Background: an optimization exercise with open tools, aiming at small area, a short achievable clock period and few clock cycles. Do not read the settings as production practice. In this exercise RTL edits were held to simulation tests only and were not proved equivalent to the original. The clock port is modelled as an ideal driver, which makes a skipped or thinned clock tree look cheaper than it is; a real chip needs a root buffer or a tree.

==> inputs of v38 <==
==> flow/design.v <==
module HT_TOP(
    clk,
    rst_n,
    in_valid,
    in_weight,
    out_mode,
    out_valid,
    out_code
);
input clk, rst_n, in_valid, out_mode;
input [2:0] in_weight;
output out_valid, out_code;
integer i;
function lt5;
    input [4:0] a, b;
    integer n;
    reg r;
    begin
        r = 1'b0;
        for (n = 0; n < 5; n = n + 1)
            r = (~a[n] & b[n]) | ((~a[n] | b[n]) & r);
        lt5 = r;
    end
endfunction
reg       iv_r;
reg [2:0] w_in;
reg       mode;
reg [3:0] s;
reg       inbody;
reg       ov_r, oc_r;
reg [2:0] w1, w2, w3;
reg [3:0] w4, w5, w6;
reg [4:0] w7;
wire [4:0] w [1:7];
assign w[1] = {2'b0, w1};
assign w[2] = {2'b0, w2};
assign w[3] = {2'b0, w3};
assign w[4] = {1'b0, w4};
assign w[5] = {1'b0, w5};
assign w[6] = {1'b0, w6};
assign w[7] = w7;
reg [2:0] pos [0:4];
reg [6:0] c   [0:4];
wire in_ph  = ~s[3] & iv_r;
wire mg_ph  = s[3] & ~(s[2] & s[1]);
wire out_ph = s[3] & s[2] & s[1] & ~s[0];
wire upd    = in_ph | mg_ph;
wire [2:0] k = s[2:0];
reg [7:0] force_lo;
reg [5:0] kh;
always @(*) begin
    case (s)
        4'd0:  force_lo = 8'b1111_1111;
        4'd1:  force_lo = 8'b0111_1111;
        4'd2:  force_lo = 8'b0011_1111;
        4'd3:  force_lo = 8'b0001_1111;
        4'd4:  force_lo = 8'b0000_1111;
        4'd5:  force_lo = 8'b0000_0111;
        4'd6:  force_lo = 8'b0000_0011;
        4'd7:  force_lo = 8'b0000_0001;
        4'd8:  force_lo = 8'b0000_0011;
        4'd9:  force_lo = 8'b0000_0111;
        4'd10: force_lo = 8'b0000_1111;
        4'd11: force_lo = 8'b0001_1111;
        4'd12: force_lo = 8'b0011_1111;
        default: force_lo = 8'b0111_1111;
    endcase
    case (s)
        4'd8:  kh = 6'b000001;
        4'd9:  kh = 6'b000010;
        4'd10: kh = 6'b000100;
        4'd11: kh = 6'b001000;
        4'd12: kh = 6'b010000;
        4'd13: kh = 6'b100000;
        default: kh = 6'b000000;
    endcase
end
reg  [4:0] xr;
wire [4:0] x = s[3] ? xr : {2'b0, w_in};
reg [8:0] lt;
always @(*) begin
    lt[0] = 1'b1;
    for (i = 1; i < 8; i = i + 1)
        lt[i] = force_lo[i] | lt5(w[i], x);
    lt[8] = 1'b0;
end
wire [2:0] p;
assign p[2] = lt[4];
assign p[1] = lt[6] | (lt[2] & ~lt[4]);
assign p[0] = lt[7] | (lt[5] & ~lt[6]) | (lt[3] & ~lt[4]) | (lt[1] & ~lt[2]);
reg [4:0] wm, wm1;
reg       ltm1;
always @(*) begin
    case (s)
        4'd8:  begin wm = w[2]; wm1 = w[3]; ltm1 = lt[3]; end
        4'd9:  begin wm = w[3]; wm1 = w[4]; ltm1 = lt[4]; end
        4'd10: begin wm = w[4]; wm1 = w[5]; ltm1 = lt[5]; end
        4'd11: begin wm = w[5]; wm1 = w[6]; ltm1 = lt[6]; end
        4'd12: begin wm = w[6]; wm1 = w[7]; ltm1 = lt[7]; end
        default: begin wm = w[1]; wm1 = w[2]; ltm1 = lt[2]; end
    endcase
end
wire [4:0] xr_nxt = wm + (ltm1 ? wm1 : x);
reg [2:0] arr [0:4];
always @(*) begin
    arr[0] = 3'd4;
    arr[1] = mode ? 3'd2 : 3'd5;
    arr[2] = mode ? 3'd5 : 3'd6;
    arr[3] = mode ? 3'd0 : 3'd7;
    arr[4] = mode ? 3'd1 : 3'd3;
end
reg [2:0] pdec [0:4];
reg [2:0] npos [0:4];
reg       rem  [0:4];
reg       bit0 [0:4];
always @(*) begin
    for (i = 0; i < 5; i = i + 1) begin
        case (pos[i])
            3'd0: pdec[i] = 3'd7;
            3'd1: pdec[i] = 3'd0;
            3'd2: pdec[i] = 3'd1;
            3'd3: pdec[i] = 3'd2;
            3'd4: pdec[i] = 3'd3;
            3'd5: pdec[i] = 3'd4;
            3'd6: pdec[i] = 3'd5;
            default: pdec[i] = 3'd6;
        endcase
        rem[i]  = mg_ph & force_lo[pos[i]];
        bit0[i] = ~(pos[i][0] ^ k[0]);
        if ((in_ph & (k == arr[i])) | rem[i]) npos[i] = p;
        else if (lt[pos[i]]) npos[i] = pdec[i];
        else npos[i] = pos[i];
    end
end
wire cur_done = inbody ? (c[0][6:1] == 6'd1) : (c[0] == 7'd1);
wire rot      = out_ph & cur_done;
always @(posedge clk or negedge rst_n) begin
    if (!rst_n) begin
        iv_r <= 1'b0;
        s    <= 4'd0;
        ov_r <= 1'b0;
        oc_r <= 1'b0;
    end else begin
        iv_r <= in_valid;
        if (upd) s <= s + 4'd1;
        if (kh[5]) begin
            ov_r <= 1'b1;
            oc_r <= ~npos[0][0];
        end else if (out_ph) begin
            if (cur_done) begin
                if (c[1] == 7'd0) begin
                    s    <= 4'd0;
                    ov_r <= 1'b0;
                    oc_r <= 1'b0;
                end else
                    oc_r <= ~pos[1][0];
            end else
                oc_r <= inbody ? c[0][1] : c[0][0];
        end
    end
end
always @(posedge clk) begin
    w_in <= in_weight;
    if (in_valid & ~iv_r) mode <= out_mode;
    if (upd) xr <= xr_nxt;
    if (kh[5] | rot) inbody <= 1'b0;
    else if (out_ph) inbody <= 1'b1;
    if (upd) begin
        w1 <= lt[2] ? w[2][2:0] : (lt[1] ? x[2:0] : w1);
        w2 <= lt[3] ? w[3][2:0] : (lt[2] ? x[2:0] : w2);
        w3 <= lt[4] ? w[4][2:0] : (lt[3] ? x[2:0] : w3);
        w4 <= lt[5] ? w[5][3:0] : (lt[4] ? x[3:0] : w4);
        w5 <= lt[6] ? w[6][3:0] : (lt[5] ? x[3:0] : w5);
        w6 <= lt[7] ? w[7][3:0] : (lt[6] ? x[3:0] : w6);
        w7 <= lt[7] ? x : w7;
    end
    for (i = 0; i < 5; i = i + 1) begin
        if (upd) pos[i] <= npos[i];
        else if (rot && i < 4) pos[i][0] <= pos[i + 1][0];
        if (in_ph) c[i] <= 7'd1;
        else if (rem[i]) c[i] <= {c[i][5:0], bit0[i]};
        else if (rot) c[i] <= (i < 4) ? c[i + 1] : 7'd0;
        else if (i == 0 && out_ph && inbody) c[i] <= c[i] >> 1;
    end
end
assign out_valid = ov_r;
assign out_code  = oc_r;
endmodule
==> flow/run.sh <==
#!/bin/bash
# synth_recipe.tcl (not shown) runs the flow's synth.tcl, then flattens the netlist and writes it again
# the make line also repeats each setting of config.mk as NAME=value (left out here)
make -C /OpenROAD-flow-scripts/flow DESIGN_CONFIG=/design/flow/config.mk WORK_HOME=/design/flow/orfs CLKGATE_MAP_FILE= SYNTH_SCRIPT=/design/flow/synth_recipe.tcl finish
==> flow/config.mk <==
export PLATFORM = sky130hd
export DESIGN_NAME = HT_TOP
export DESIGN_NICKNAME = HT_TOP
export VERILOG_FILES = /design/flow/design.v
export SDC_FILE = /design/flow/constraint.sdc
export NUM_CORES = 4
export LEC_CHECK = 0
export CAP_MARGIN = 20
export CELL_PAD_IN_SITES_DETAIL_PLACEMENT = 2
export CELL_PAD_IN_SITES_GLOBAL_PLACEMENT = 2
export CORE_MARGIN = 2
export CORE_UTILIZATION = 25
export PLACE_DENSITY = 0.3
export SLEW_MARGIN = 20
==> flow/constraint.sdc <==
create_clock -name core_clock -period 20.0 [get_ports {clk}]
set_input_delay 4.0000 -clock core_clock [delete_from_list [all_inputs] [get_ports {clk}]]
set_output_delay 4.0000 -clock core_clock [all_outputs]
set_load 0.01 [all_outputs]
==> v16 (differences from v38) <==
==> flow/flow/run.sh (new file) <==
#!/bin/bash
# The standard layout (the standard.sh, unchanged synthesis), with a
# faster buffer on the ports than the one buffer_ports picks by default,
# and a single-level clock tree in place of TritonCTS's two levels
# (flow/cts_post.tcl, run at the end of the CTS step).
set -euo pipefail
export BUFFER_PORTS_ARGS="-buffer_cell sky130_fd_sc_hd__buf_4"
export POST_CTS_TCL="$(pwd)/flow/cts_post.tcl"
bash standard.sh > standard_flow.log 2>&1
==> flow/flow/cts_post.tcl (new file) <==
# Runs at the end of ORFS's CTS step (POST_CTS_TCL hook).
# Replaces the two-level tree TritonCTS built with a single level: the clock
# port drives four clkbuf_16 buffers, each driving the flip-flops of one
# quadrant of the placed flip-flops, so every flip-flop sees one buffer delay.
set block [ord::get_db_block]
set db [ord::get_db]
set master [$db findMaster sky130_fd_sc_hd__clkbuf_16]
set port_net [$block findNet clk]

# clock sinks: the CLK pins of all flip-flops
set sinks {}
foreach inst [$block getInsts] {
  set mname [[$inst getMaster] getName]
  if {![string match "sky130_fd_sc_hd__*df*" $mname]} { continue }
  set it [$inst findITerm CLK]
  if {$it eq "NULL" || $it eq ""} { continue }
  set bb [$inst getBBox]
  lappend sinks [list $it [expr {([$bb xMin] + [$bb xMax]) / 2}] [expr {([$bb yMin] + [$bb yMax]) / 2}]]
}
puts "manual cts: [llength $sinks] sinks"

# remove TritonCTS's buffers and their nets
set old_nets {}
foreach inst [$block getInsts] {
  if {[string match "clkbuf_*" [$inst getName]] || [string match "clkload*" [$inst getName]]} {
    set out [$inst findITerm X]
    if {$out ne "NULL" && $out ne ""} {
      set n [$out getNet]
      if {$n ne "NULL" && $n ne ""} { lappend old_nets $n }
    }
    puts "manual cts: removing [$inst getName] ([[$inst getMaster] getName])"
    odb::dbInst_destroy $inst
  }
}
foreach s $sinks { [lindex $s 0] disconnect }
foreach n [lsort -unique $old_nets] {
  if {[$n getName] ne "clk"} { odb::dbNet_destroy $n }
}

# split the sinks into quadrants: halves by x, then each half by y
set sorted [lsort -integer -index 1 $sinks]
set half [expr {[llength $sorted] / 2}]
set groups {}
foreach part [list [lrange $sorted 0 [expr {$half - 1}]] [lrange $sorted $half end]] {
  set ys [lsort -integer -index 2 $part]
  set h2 [expr {[llength $ys] / 2}]
  lappend groups [lrange $ys 0 [expr {$h2 - 1}]] [lrange $ys $h2 end]
}
set g 0
foreach grp $groups {
  if {[llength $grp] == 0} { continue }
  set sx 0; set sy 0
  foreach s $grp { incr sx [lindex $s 1]; incr sy [lindex $s 2] }
  set cx [expr {$sx / [llength $grp]}]
  set cy [expr {$sy / [llength $grp]}]
  set inst [odb::dbInst_create $block $master "clkbuf_manual_$g"]
  $inst setLocation $cx $cy
  $inst setPlacementStatus PLACED
  set net [odb::dbNet_create $block "clknet_manual_$g"]
  $net setSigType CLOCK
  [$inst findITerm A] connect $port_net
  [$inst findITerm X] connect $net
  foreach s $grp { [lindex $s 0] connect $net }
  puts "manual cts: buffer $g at ($cx, $cy) drives [llength $grp] sinks"
  incr g
}
$port_net setSigType CLOCK

detailed_placement
check_placement -verbose
estimate_parasitics -placement
report_clock_skew
repair_timing -hold -verbose
detailed_placement
check_placement -verbose
report_checks -path_delay max -to [all_outputs]
==> flow/standard.sh (new file) <==
#!/bin/bash
# synth_recipe.tcl (not shown) runs the flow's synth.tcl, then flattens the netlist and writes it again
# the make line also repeats each setting of config.mk as NAME=value (left out here)
make -C /OpenROAD-flow-scripts/flow DESIGN_CONFIG=/design/flow/config.mk WORK_HOME=/design/flow/orfs CLKGATE_MAP_FILE= SYNTH_SCRIPT=/design/flow/synth_recipe.tcl "${@:-finish}"
Settings changed: ABC_AREA set to 1, CORE_UTILIZATION 25 to 35, PLACE_DENSITY 0.3 to 0.5.
removed: flow/run.sh
==> qor summary <==
quantity                                                                         v38                   v16
Total area of multi-input combinational cells                            0.00379 mm2           0.00320 mm2
Via total after detailed routing                                                5899                  5831
Fraction of standard cell area that is sequential                              0.330                 0.363
Share of cell area taken by multi-input logic gates                            0.529                 0.491
Routed length on met2                                                       14600 um              11600 um
Result of the run                                           timing/DRC/antenna clean  timing/DRC/antenna clean
Clock-pin slew on the worst setup and hold paths                             0.08 ns               0.10 ns
Max-Slew Margin vs Limit                                                       0.344                 0.460
Last element of the critical path                                           out_code             out_valid
Min-Delay Startpoint                                            c[0][6]$_SDFFE_PP0P_  c[4][0]$_SDFFE_PP1P_
Non-Clock Inverter Count                                                          35                   134
Ratio of cells with drive above 1 in the final layout                         0.0819                 0.108
Final core utilization                                                         0.277                 0.377
Worst r2r src                                                         s[1]$_DFF_PN0_        s[0]$_DFF_PN0_
Beginning of the critical path                                      oc_r$_DFFE_PN0P_      ov_r$_DFFE_PN0P_
Area share of the leading cell type in the synthesized netlist                 0.216                 0.228
F_max                                                                        190 MHz               213 MHz
Cells after DPL                                                                 1075                  1066
Ratio of final minimum period to clock period                                  0.263                 0.235
Post-Layout Inst Area                                                    0.00717 mm2           0.00651 mm2
Testbench counts of v38, summed over its fixed seeds: cycles 38,938.
Testbench counts of v16, summed over its fixed seeds: cycles 38,938.
In v16 the design's own scripts or RTL, not TritonCTS, make the clock network.

==> afterwards: timing with drivers on the ports <==
How much do the figures lean on ideal ports? The routed layouts below were timed once more, with nothing changed but the port constraints. Step 1: set_driving_cell puts a clkbuf_16 on clk and a buf_2 on each other input, an assumption about the parent block. Step 2, shift: input delay + t, output delay - t, t = (earliest + latest rising clock arrival at the registers) / 2. This alone moves slack from input paths to output paths. Three values: ideal, step 1, step 2; two values: the first two.
| run | t (ns) | slack for setup (ns) | clock arrival spread, ns |
|---|---|---|---|
| v38 | 0.403 | 14.739 / 14.691 / 14.824 | 0.010 / 0.010 |
| v16 | 0.257 | 15.297 / 15.202 / 15.459 | 0.016 / 0.016 |
After both steps every run listed still meets setup and hold.
